From an optimization exercise on the open Yosys and OpenROAD flow, aimed at small area and few clock cycles; shortcuts taken in it are not production practice.
Function was checked by simulation only, so behaviour that the tests miss may differ from the original.
Power figures rest on the tool's default switching activity, not on a simulated workload.

## bluetree4
module bluetree4(
  input          CLK,
  input          RST_N,
  input  [197:0] p0_req,
  input          p0_req_en,
  output         p0_req_rdy,
  output [174:0] p0_resp,
  output         p0_resp_valid,
  input  [197:0] p1_req,
  input          p1_req_en,
  output         p1_req_rdy,
  output [174:0] p1_resp,
  output         p1_resp_valid,
  input  [197:0] p2_req,
  input          p2_req_en,
  output         p2_req_rdy,
  output [174:0] p2_resp,
  output         p2_resp_valid,
  input  [197:0] p3_req,
  input          p3_req_en,
  output         p3_req_rdy,
  output [174:0] p3_resp,
  output         p3_resp_valid,
  output [197:0] mem_req,
  output         mem_req_valid,
  input          mem_req_deq,
  input  [174:0] mem_resp,
  input          mem_resp_en
);
export LEC_CHECK = 0
export CAP_MARGIN = 20
export CORE_AREA = 10 10 530 530
export CTS_CLUSTER_DIAMETER = 120
export CTS_CLUSTER_SIZE = 26
export DIE_AREA = 0 0 540 540
export SLEW_MARGIN = 20
create_clock -name core_clock -period 5.0 [get_ports {CLK}]
standard.sh (not shown) runs the stock make flow with config.mk's settings and CLKGATE_MAP_FILE= SYNTH_SCRIPT=/design/flow/synth_recipe.tcl, a recipe that flattens the netlist after the stock synthesis.
==> flow/flow/run.sh <==
#!/bin/bash
# The standard layout, with the port buffers that global placement inserts
# made the smallest buffer (buf_1) instead of the one buffer_ports picks.
set -euo pipefail
export BUFFER_PORTS_ARGS="-buffer_cell sky130_fd_sc_hd__buf_1"
bash standard.sh finish > standard_flow.log 2>&1
The first run passed the timing, design-rule and antenna checks.
Testbench counts at the start, summed over its fixed seeds: cycles 5,279.
Rerun with:
Settings changed: CORE_AREA 10 10 530 530 to 10 10 490 490, DIE_AREA 0 0 540 540 to 0 0 500 500.
Outcome:
- Now the flow never finished: it broke off in I/O pin placement (3_2_place_iop) on PPL-0024
- area after synthesis is unchanged
- synthesized cell count is unchanged
Rerun with:
Settings changed: CORE_AREA 10 10 490 490 to 10 10 530 530, CTS_CLUSTER_DIAMETER 120 to 110, CTS_CLUSTER_SIZE 26 to 22, DIE_AREA 0 0 500 500 to 0 0 540 540.
=> With this change the flow went through all stages and came out clean. Synthesized area is unchanged. Synthesized cell count stays the same.
Rerun with:
==> flow/flow/run.sh (replaced) <==
#!/bin/bash
# The standard layout, with two changes: the port buffers that global
# placement inserts are the smallest buffer (buf_1) instead of the one
# buffer_ports picks, and clock tree synthesis inserts no dummy loads.
set -euo pipefail
export BUFFER_PORTS_ARGS="-buffer_cell sky130_fd_sc_hd__buf_1"
export CTS_ARGS="-sink_clustering_enable -repair_clock_nets -sink_clustering_size 24 -sink_clustering_max_diameter 115 -dont_use_dummy_load"
bash standard.sh finish > standard_flow.log 2>&1
Settings changed: CTS_CLUSTER_DIAMETER 110 to 115, CTS_CLUSTER_SIZE 22 to 24.
Routed wire length hardly moves. Worst hold slack improves by 62 ps. Total power shrinks by 3.6%. Worst setup slack improves by 11 ps. Maximum frequency is about the same. First-iteration DRC count shrinks by 5.3%. Final cell count shrinks by 0.32%.
Rerun with:
--- a/flow/flow/run.sh
+++ b/flow/flow/run.sh
@@ -7 +7 @@
-export CTS_ARGS="-sink_clustering_enable -repair_clock_nets -sink_clustering_size 24 -sink_clustering_max_diameter 115 -dont_use_dummy_load"
+export CTS_ARGS="-sink_clustering_enable -repair_clock_nets -sink_clustering_size 26 -sink_clustering_max_diameter 120 -dont_use_dummy_load"
Settings changed: CTS_CLUSTER_DIAMETER 115 to 120, CTS_CLUSTER_SIZE 24 to 26.
Effect: Wire length stays flat; flip-flop and latch count stays the same; register-to-register slack improves by 20 ps.

* * *

north:
The RTL this note starts from:
==> flow/design.v <==
module bluetree4(
  input          CLK,
  input          RST_N,
  input  [197:0] p0_req,
  input          p0_req_en,
  output         p0_req_rdy,
  output [174:0] p0_resp,
  output         p0_resp_valid,
  input  [197:0] p1_req,
  input          p1_req_en,
  output         p1_req_rdy,
  output [174:0] p1_resp,
  output         p1_resp_valid,
  input  [197:0] p2_req,
  input          p2_req_en,
  output         p2_req_rdy,
  output [174:0] p2_resp,
  output         p2_resp_valid,
  input  [197:0] p3_req,
  input          p3_req_en,
  output         p3_req_rdy,
  output [174:0] p3_resp,
  output         p3_resp_valid,
  output [197:0] mem_req,
  output         mem_req_valid,
  input          mem_req_deq,
  input  [174:0] mem_resp,
  input          mem_resp_en
);
  reg [197:0] slot0, slot1, slot2, slot3;
  reg [3:0]   full;       
  reg [3:0]   sel;        
  reg         out_v;      
  wire [3:0] en = {p3_req_en, p2_req_en, p1_req_en, p0_req_en};
  always @(posedge CLK) begin
    if (!full[0]) slot0 <= p0_req;
    if (!full[1]) slot1 <= p1_req;
    if (!full[2]) slot2 <= p2_req;
    if (!full[3]) slot3 <= p3_req;
  end
  wire       taken  = out_v & mem_req_deq;
  wire [3:0] full_n = (full & ~(sel & {4{taken}})) | en;
  wire       hold   = out_v & ~mem_req_deq;
  reg [2:0] d0, d1, d2, d3;
  wire [2:0] dd [0:3];
  assign dd[0] = d0; assign dd[1] = d1; assign dd[2] = d2; assign dd[3] = d3;
  reg  [3:0] pick;
  integer i, j;
  always @(*) begin
    for (i = 0; i < 4; i = i + 1) begin
      pick[i] = full_n[i];
      for (j = 0; j < 4; j = j + 1)
        if (j < i && full_n[j] && !(dd[i] <  dd[j])) pick[i] = 1'b0;
        else if (j > i && full_n[j] && !(dd[i] <= dd[j])) pick[i] = 1'b0;
    end
  end
  wire [3:0] served = sel & {4{taken}};
  wire       at_max = |(served & {d3 == 3'd7, d2 == 3'd7, d1 == 3'd7, d0 == 3'd7});
  wire [2:0] u0 = served[0] ? (at_max ? d0 : d0 + 3'd1) : (at_max && d0 != 3'd0) ? d0 - 3'd1 : d0;
  wire [2:0] u1 = served[1] ? (at_max ? d1 : d1 + 3'd1) : (at_max && d1 != 3'd0) ? d1 - 3'd1 : d1;
  wire [2:0] u2 = served[2] ? (at_max ? d2 : d2 + 3'd1) : (at_max && d2 != 3'd0) ? d2 - 3'd1 : d2;
  wire [2:0] u3 = served[3] ? (at_max ? d3 : d3 + 3'd1) : (at_max && d3 != 3'd0) ? d3 - 3'd1 : d3;
  wire       all_nz = (u0 != 3'd0) && (u1 != 3'd0) && (u2 != 3'd0) && (u3 != 3'd0);
  always @(posedge CLK) begin
    if (!RST_N) begin
      full  <= 4'b0000;
      out_v <= 1'b0;
      sel   <= 4'b0000;
      d0 <= 3'd0; d1 <= 3'd0; d2 <= 3'd0; d3 <= 3'd0;
    end else begin
      full <= full_n;
      if (!hold) begin
        sel   <= pick;
        out_v <= |full_n;
      end
      d0 <= all_nz ? u0 - 3'd1 : u0;
      d1 <= all_nz ? u1 - 3'd1 : u1;
      d2 <= all_nz ? u2 - 3'd1 : u2;
      d3 <= all_nz ? u3 - 3'd1 : u3;
    end
  end
  assign p0_req_rdy = ~full[0];
  assign p1_req_rdy = ~full[1];
  assign p2_req_rdy = ~full[2];
  assign p3_req_rdy = ~full[3];
  wire [197:0] m = ({198{sel[0]}} & slot0) | ({198{sel[1]}} & slot1) |
                   ({198{sel[2]}} & slot2) | ({198{sel[3]}} & slot3);
  wire       pb0 = sel[1] | sel[3];
  wire       pb1 = sel[2] | sel[3];
  wire [7:0] id  = m[15:8];
  wire       bc  = (&id[6:0]) & (id[7] | pb0);
  assign mem_req       = {m[197:16], bc ? 8'hFF : {id[5:0], pb0, pb1}, m[7:0]};
  assign mem_req_valid = out_v;
  reg [174:0] rsp;
  reg [3:0]   rv;
  wire [7:0] rid  = mem_resp[7:0];
  wire       rbc  = &rid;
  wire [1:0] rdst = {rid[0], rid[1]};    
  always @(posedge CLK) begin
    rsp <= {mem_resp[174:8], rbc ? 8'hFF : {2'b00, rid[7:2]}};
    if (!RST_N) rv <= 4'b0000;
    else if (!mem_resp_en) rv <= 4'b0000;
    else if (rbc) rv <= 4'b1111;
    else rv <= 4'b0001 << rdst;
  end
  assign p0_resp = rsp;
  assign p1_resp = rsp;
  assign p2_resp = rsp;
  assign p3_resp = rsp;
  assign {p3_resp_valid, p2_resp_valid, p1_resp_valid, p0_resp_valid} = rv;
endmodule
==> flow/config.mk <==
export PLATFORM = sky130hd
export DESIGN_NAME = bluetree4
export DESIGN_NICKNAME = bluetree4
export VERILOG_FILES = /design/flow/design.v
export SDC_FILE = /design/flow/constraint.sdc
export NUM_CORES = 4
export LEC_CHECK = 0
export CAP_MARGIN = 20
export CORE_AREA = 10 10 530 530
export CTS_CLUSTER_DIAMETER = 100
export CTS_CLUSTER_SIZE = 20
export DIE_AREA = 0 0 540 540
export SLEW_MARGIN = 20
==> flow/constraint.sdc <==
create_clock -name core_clock -period 5.0 [get_ports {CLK}]
set_input_delay 1.0000 -clock core_clock [delete_from_list [all_inputs] [get_ports {CLK}]]
set_output_delay 1.0000 -clock core_clock [all_outputs]
set_load 0.01 [all_outputs]
==> flow/flow/run.sh <==
#!/bin/bash
# The standard layout, with the port buffers that global placement inserts
# made the smallest buffer (buf_1) instead of the one buffer_ports picks.
set -euo pipefail
export BUFFER_PORTS_ARGS="-buffer_cell sky130_fd_sc_hd__buf_1"
bash standard.sh finish > standard_flow.log 2>&1
Testbench counts of north, summed over its fixed seeds: cycles 5,279.
Inputs modified between north and south:
- a deleted CTS_CLUSTER_SIZE that had been 20
- a change of CORE_AREA from 10 10 530 530 to 10 10 630 630
- a deleted CTS_CLUSTER_DIAMETER that had been 100
- a change of DIE_AREA from 0 0 540 540 to 0 0 640 640
Results
- Diff north..south | net switching power figure | negligible
- Of south and north, it is south that has the higher horizontal die dimension.
- south against north: share of cell area taken by flip-flops and latches -3.5 points; first-pass iteration count of the detailed router -1; minimum clock period +300 ps.
- On worst setup slack: south sits below north.

static timing again, ports no longer ideal:
In the flow no input, the clock included, has a driving cell. The finished layouts below were timed again as built, in two steps.
Step 1 assumes that a clkbuf_16 drives the clock port and a buf_2 every other input.
Step 2 moves the port delays by t, midway between the first and last clock arrival at a register: inputs arrive t later, outputs are due t later. That takes back most of the time a late clock gives input paths.
Three values: no drivers, after step 1, after step 2; two values: the first two.
run	shift t [ns]	setup slack, ns	worst hold slack (ns)	worst setup path at the end
the first run of note 1	0.846	0.683 / 0.582 / 1.428	0.342 / 0.278 / 0.574	register to output
the third run of note 1	0.858	0.698 / 0.597 / 1.446	0.312 / 0.246 / 0.565	input to register
the fourth run of note 1	0.814	0.709 / 0.609 / 1.422	0.373 / 0.305 / 0.565	register to output
the fifth run of note 1	0.819	0.712 / 0.611 / 1.429	0.365 / 0.304 / 0.569	register to output
north	0.829	0.733 / 0.630 / 1.259	0.335 / 0.279 / 0.665	input to register
south	0.950	0.434 / 0.349 / 1.127	0.225 / 0.171 / 0.646	input to register
After both steps every run listed still meets setup and hold.
